From an optimization exercise on the open Yosys and OpenROAD flow, aimed at small area and a short achievable clock period; shortcuts taken in it are not production practice.
The RTL was checked by simulation tests, not by an equivalence proof against the original design.
The clock port is modelled as an ideal driver; clocking choices that lean on that would not hold on a real chip.

==> inputs of branch yarrow <==
// mul32_top
module mul32_top (
    input  wire               clk,
    input  wire signed [31:0] a,
    input  wire signed [31:0] b,
    output reg  signed [63:0] product
);
Settings: LEC_CHECK=0, CAP_MARGIN=20, CORE_MARGIN=2, CORE_UTILIZATION=45, HOLD_SLACK_MARGIN=0.08, PLACE_DENSITY=0.5, SETUP_SLACK_MARGIN=3.2, SLEW_MARGIN=20, SYNTH_HIERARCHICAL=1; clock period 8.0 ns.
standard.sh (not shown) runs the stock make flow with config.mk's settings and CLKGATE_MAP_FILE= SYNTH_SCRIPT=/design/flow/synth_recipe.tcl, a recipe that flattens the netlist after the stock synthesis.
==> flow/flow/run.sh <==
#!/bin/bash
# Own layout flow: the standard flow (standard.sh) with these changes,
# hooked into ORFS:
#  - before floorplanning (PRE_FLOORPLAN_TCL), flow/downsize.tcl gives every
#    combinational cell the smallest drive strength of its function, so the
#    timing repair sizes up only the cells on critical paths;
#  - every input and output port still gets a buffer, but a plain buf_1
#    (BUFFER_PORTS_ARGS) rather than the delay cell buffer_ports picks;
set -euo pipefail
export PRE_FLOORPLAN_TCL="$PWD/flow/downsize.tcl"
export POST_CTS_TCL="$PWD/flow/skew.tcl"
export BUFFER_PORTS_ARGS="-buffer_cell sky130_fd_sc_hd__buf_1"
export SKEW_NS=2.0
export SKEW_HOLD_KEEP=-0.3
bash standard.sh synth > synth.log 2>&1
bash standard.sh SKIP_CTS_REPAIR_TIMING=1 finish > layout.log 2>&1
grep -h "downsize:" orfs/logs/*/mul32_top/base/2_1_floorplan.log > downsize.log || true
grep -h "skew:" orfs/logs/*/mul32_top/base/4_1_cts.log > skew.log || true
==> flow/flow/skew.tcl <==

set skew_ns 1.8
if {[info exists ::env(SKEW_NS)]} { set skew_ns $::env(SKEW_NS) }
set step 0.2
if {[info exists ::env(SKEW_STEP)]} { set step $::env(SKEW_STEP) }

set hold_keep 0.1
if {[info exists ::env(SKEW_HOLD_KEEP)]} { set hold_keep $::env(SKEW_HOLD_KEEP) }

set block [ord::get_db_block]
set db [ord::get_db]
set buf_master [$db findMaster sky130_fd_sc_hd__clkbuf_1]
set end_small [$db findMaster sky130_fd_sc_hd__clkbuf_4]
set end_big [$db findMaster sky130_fd_sc_hd__clkbuf_8]
set site_w 460
set row_h 2720

proc ck_arrival {name} {
  return [get_property [get_pins "$name/CLK"] arrival_max_rise]
}
proc out_arrival {inst} {
  return [get_property [get_pins "[$inst getName]/X"] arrival_max_rise]
}

estimate_parasitics -placement

set regs {}
set worst 1e9
foreach inst [$block getInsts] {
  set n [$inst getName]
  if {![string match "product*" $n]} { continue }
  set s [get_property [get_pins "$n/D"] slack_max]
  set h [get_property [get_pins "$n/D"] slack_min]
  lappend regs [list $inst $n $s $h]
  if {$s < $worst} { set worst $s }
}
puts "skew: worst product setup slack $worst ns, up to $skew_ns ns of skew in steps of $step ns"

# per clock-tree net: delay class -> registers
set groups [dict create]
foreach r $regs {
  lassign $r inst n s h
  set want [expr {$skew_ns - ($s - $worst)}]
  # no more than the hold slack allows
  if {$want > $h - $hold_keep} { set want [expr {$h - $hold_keep}] }
  set cls [expr {int(round($want / $step))}]
  if {$cls < 1} { continue }
  set net [[$inst findITerm CLK] getNet]
  dict lappend groups [$net getName] [list $cls $inst]
}

set nbuf 0
set gi 0
dict for {netname members} $groups {
  incr gi
  set net [$block findNet $netname]
  set sx 0; set sy 0
  set maxcls 0
  set classes [dict create]
  foreach m $members {
    lassign $m cls inst
    lassign [$inst getLocation] x y
    set sx [expr {$sx + $x}]; set sy [expr {$sy + $y}]
    if {$cls > $maxcls} { set maxcls $cls }
    dict lappend classes $cls $inst
  }
  set cx [expr {int($sx / [llength $members])}]
  set cy [expr {int($sy / [llength $members])}]
  set ref [[lindex [dict get $classes $maxcls] 0] getName]
  set base [ck_arrival $ref]

  # one end buffer per delay class, fed from the tree's net for now
  set ends [dict create]
  foreach cls [lsort -integer -decreasing [dict keys $classes]] {
    set endnet [odb::dbNet_create $block "skew_net_${gi}_c${cls}"]
    $endnet setSigType CLOCK
    foreach inst [dict get $classes $cls] {
      set it [$inst findITerm CLK]
      $it disconnect
      $it connect $endnet
    }
    if {[llength [dict get $classes $cls]] > 4} { set em $end_big } else { set em $end_small }
    set eb [odb::dbInst_create $block $em "skew_buf_${gi}_c${cls}"]
    $eb setLocation $cx [expr {$cy + $row_h}]
    $eb setPlacementStatus PLACED
    [$eb findITerm X] connect $endnet
    [$eb findITerm A] connect $net
    dict set ends $cls $eb
    incr nbuf
  }
  estimate_parasitics -placement

  # grow the chain from the tree's net; each class follows the chain's end
  # until its registers see their delay, then stays on that tap
  set active [dict keys $ends]
  set still {}
  foreach cls $active {
    set r [[lindex [dict get $classes $cls] 0] getName]
    if {[ck_arrival $r] - $base < $cls * $step - 0.045} { lappend still $cls }
  }
  set active $still
  set prevnet $net
  set k 0
  while {[llength $active] && $k < 60} {
    incr k
    set mid [odb::dbNet_create $block "skew_net_${gi}_$k"]
    $mid setSigType CLOCK
    set b [odb::dbInst_create $block $buf_master "skew_buf_${gi}_$k"]
    $b setLocation [expr {$cx + ($k % 16) * 3 * $site_w}] [expr {$cy - ($k / 16) * $row_h}]
    $b setPlacementStatus PLACED
    [$b findITerm A] connect $prevnet
    [$b findITerm X] connect $mid
    foreach cls $active {
      set a [[dict get $ends $cls] findITerm A]
      $a disconnect
      $a connect $mid
    }
    incr nbuf
    estimate_parasitics -placement
    set still {}
    foreach cls $active {
      set r [[lindex [dict get $classes $cls] 0] getName]
      if {[ck_arrival $r] - $base < $cls * $step - 0.045} { lappend still $cls }
    }
    set active $still
    set prevnet $mid
  }
  set msg ""
  foreach cls [lsort -integer [dict keys $classes]] {
    set r [[lindex [dict get $classes $cls] 0] getName]
    append msg [format " %.1f:%d->+%.2f" [expr {$cls * $step}] [llength [dict get $classes $cls]] [expr {[ck_arrival $r] - $base}]]
  }
  puts "skew: group $gi on $netname: $k chain buffers;$msg"
}
puts "skew: $nbuf buffers inserted"

set_placement_padding -global \
  -left $::env(CELL_PAD_IN_SITES_DETAIL_PLACEMENT) \
  -right $::env(CELL_PAD_IN_SITES_DETAIL_PLACEMENT)
detailed_placement
estimate_parasitics -placement
report_worst_slack -max
report_worst_slack -min

repair_timing_helper
detailed_placement
check_placement -verbose
estimate_parasitics -placement
report_worst_slack -max
report_worst_slack -min
set worst_ck 0
foreach r $regs {
  set sl [get_property [get_pins "[lindex $r 1]/CLK"] slew_max]
  if {$sl > $worst_ck} { set worst_ck $sl }
}
puts "skew: worst product clock-pin slew (placement estimate) $worst_ck ns"
Other scripts of this flow, unchanged in this note and not shown: flow/flow/downsize.tcl
==> branch umber (differences from branch yarrow) <==
--- a/flow/flow/skew.tcl
+++ b/flow/flow/skew.tcl
@@ -10,6 +10,8 @@
 set block [ord::get_db_block]
 set db [ord::get_db]
 set buf_master [$db findMaster sky130_fd_sc_hd__clkbuf_1]
+# a delay cell gives more delay per area for the bulk of a chain
+set dly_master [$db findMaster sky130_fd_sc_hd__dlygate4sd3_1]
 set end_small [$db findMaster sky130_fd_sc_hd__clkbuf_4]
 set end_big [$db findMaster sky130_fd_sc_hd__clkbuf_8]
 set site_w 460
@@ -51,6 +53,7 @@
 
 set nbuf 0
 set gi 0
+set all_ends {}
 dict for {netname members} $groups {
   incr gi
   set net [$block findNet $netname]
@@ -105,8 +108,16 @@
     incr k
     set mid [odb::dbNet_create $block "skew_net_${gi}_$k"]
     $mid setSigType CLOCK
-    set b [odb::dbInst_create $block $buf_master "skew_buf_${gi}_$k"]
-    $b setLocation [expr {$cx + ($k % 16) * 3 * $site_w}] [expr {$cy - ($k / 16) * $row_h}]
+    # the delay still missing for the nearest class
+    set gap 1e9
+    foreach cls $active {
+      set r [[lindex [dict get $classes $cls] 0] getName]
+      set g [expr {$cls * $step - ([ck_arrival $r] - $base)}]
+      if {$g < $gap} { set gap $g }
+    }
+    if {$gap > 0.75} { set bm $dly_master } else { set bm $buf_master }
+    set b [odb::dbInst_create $block $bm "skew_buf_${gi}_$k"]
+    $b setLocation [expr {$cx + ($k % 8) * 8 * $site_w}] [expr {$cy - ($k / 8) * $row_h}]
     $b setPlacementStatus PLACED
     [$b findITerm A] connect $prevnet
     [$b findITerm X] connect $mid
@@ -131,6 +142,46 @@
     append msg [format " %.1f:%d->+%.2f" [expr {$cls * $step}] [llength [dict get $classes $cls]] [expr {[ck_arrival $r] - $base}]]
   }
   puts "skew: group $gi on $netname: $k chain buffers;$msg"
+  dict for {cls eb} $ends { lappend all_ends $eb }
+}
+
+# keep the registers' clock-pin slew well under the limit: a stronger end
+# buffer, or a stronger chain buffer in front of it
+set up_master [dict create \
+  sky130_fd_sc_hd__clkbuf_1 sky130_fd_sc_hd__clkbuf_2 \
+  sky130_fd_sc_hd__clkbuf_2 sky130_fd_sc_hd__clkbuf_4 \
+  sky130_fd_sc_hd__clkbuf_4 sky130_fd_sc_hd__clkbuf_8 \
+  sky130_fd_sc_hd__clkbuf_8 sky130_fd_sc_hd__clkbuf_16]
+for {set pass 0} {$pass < 3} {incr pass} {
+  set changed 0
+  foreach eb $all_ends {
+    set en [$eb getName]
+    set worst_sl 0
+    foreach it [[[$eb findITerm X] getNet] getITerms] {
+      if {[[$it getMTerm] getName] ne "CLK"} { continue }
+      set sl [get_property [get_pins "[[$it getInst] getName]/CLK"] slew_max]
+      if {$sl > $worst_sl} { set worst_sl $sl }
+    }
+    if {$worst_sl <= 0.07} { continue }
+    set in_sl [get_property [get_pins "$en/A"] slew_max]
+    if {$in_sl > 0.09} {
+      # strengthen the chain buffer that drives this end buffer
+      set drv ""
+      foreach it [[[$eb findITerm A] getNet] getITerms] {
+        if {[$it isOutputSignal]} { set drv [$it getInst] }
+      }
+      if {$drv ne "" && [dict exists $up_master [[$drv getMaster] getName]]} {
+        $drv swapMaster [$db findMaster [dict get $up_master [[$drv getMaster] getName]]]
+        incr changed
+      }
+    } elseif {[dict exists $up_master [[$eb getMaster] getName]]} {
+      $eb swapMaster [$db findMaster [dict get $up_master [[$eb getMaster] getName]]]
+      incr changed
+    }
+  }
+  estimate_parasitics -placement
+  puts "skew: slew pass $pass: $changed buffers sized up"
+  if {$changed == 0} { break }
 }
 puts "skew: $nbuf buffers inserted"
 
==> notes.md <==
Tcrit/Tclk final 0.608; outcome finished clean; final instance area 29800 sq um; Tot GR Track Use 0.392
-- figures above: branch umber

==> notes.md <==
outcome finished clean; Tot GR Track Use 0.392; final instance area 30100 sq um
-- figures above: branch yarrow

[what the ideal ports hide]
Ports are ideal in the flow. The routed layouts listed here were re-timed in OpenROAD. Step 1 (the two cells are an assumption about what drives the block):
set clk [get_ports {clk}]
set_driving_cell -lib_cell sky130_fd_sc_hd__clkbuf_16 $clk
set_driving_cell -lib_cell sky130_fd_sc_hd__buf_2 [delete_from_list [all_inputs] $clk]
Step 2, shift: input delay + t, output delay - t, t = (earliest + latest rising clock arrival at the registers) / 2. This alone moves slack from input paths to output paths. Slacks: ideal / step 1 / step 2; pairs: ideal / step 1.
run | t (ns) | slack for setup (ns) | worst setup path at the end | clock arrival spread, ns | slew at the worst register clock pin (ns) | worst data-port slew with drivers (ns)
branch yarrow | 1.571 | 3.138 / 3.138 / 3.138 | register to register | 2.099 / 2.099 | 0.11 / 0.11 | 0.03
branch umber | 1.509 | 3.138 / 3.138 / 3.138 | register to register | 1.964 / 1.964 | 0.08 / 0.08 | 0.03
Clock arrivals are far apart in branch yarrow and branch umber, so t is only a midpoint there and step 2 fits no single register.
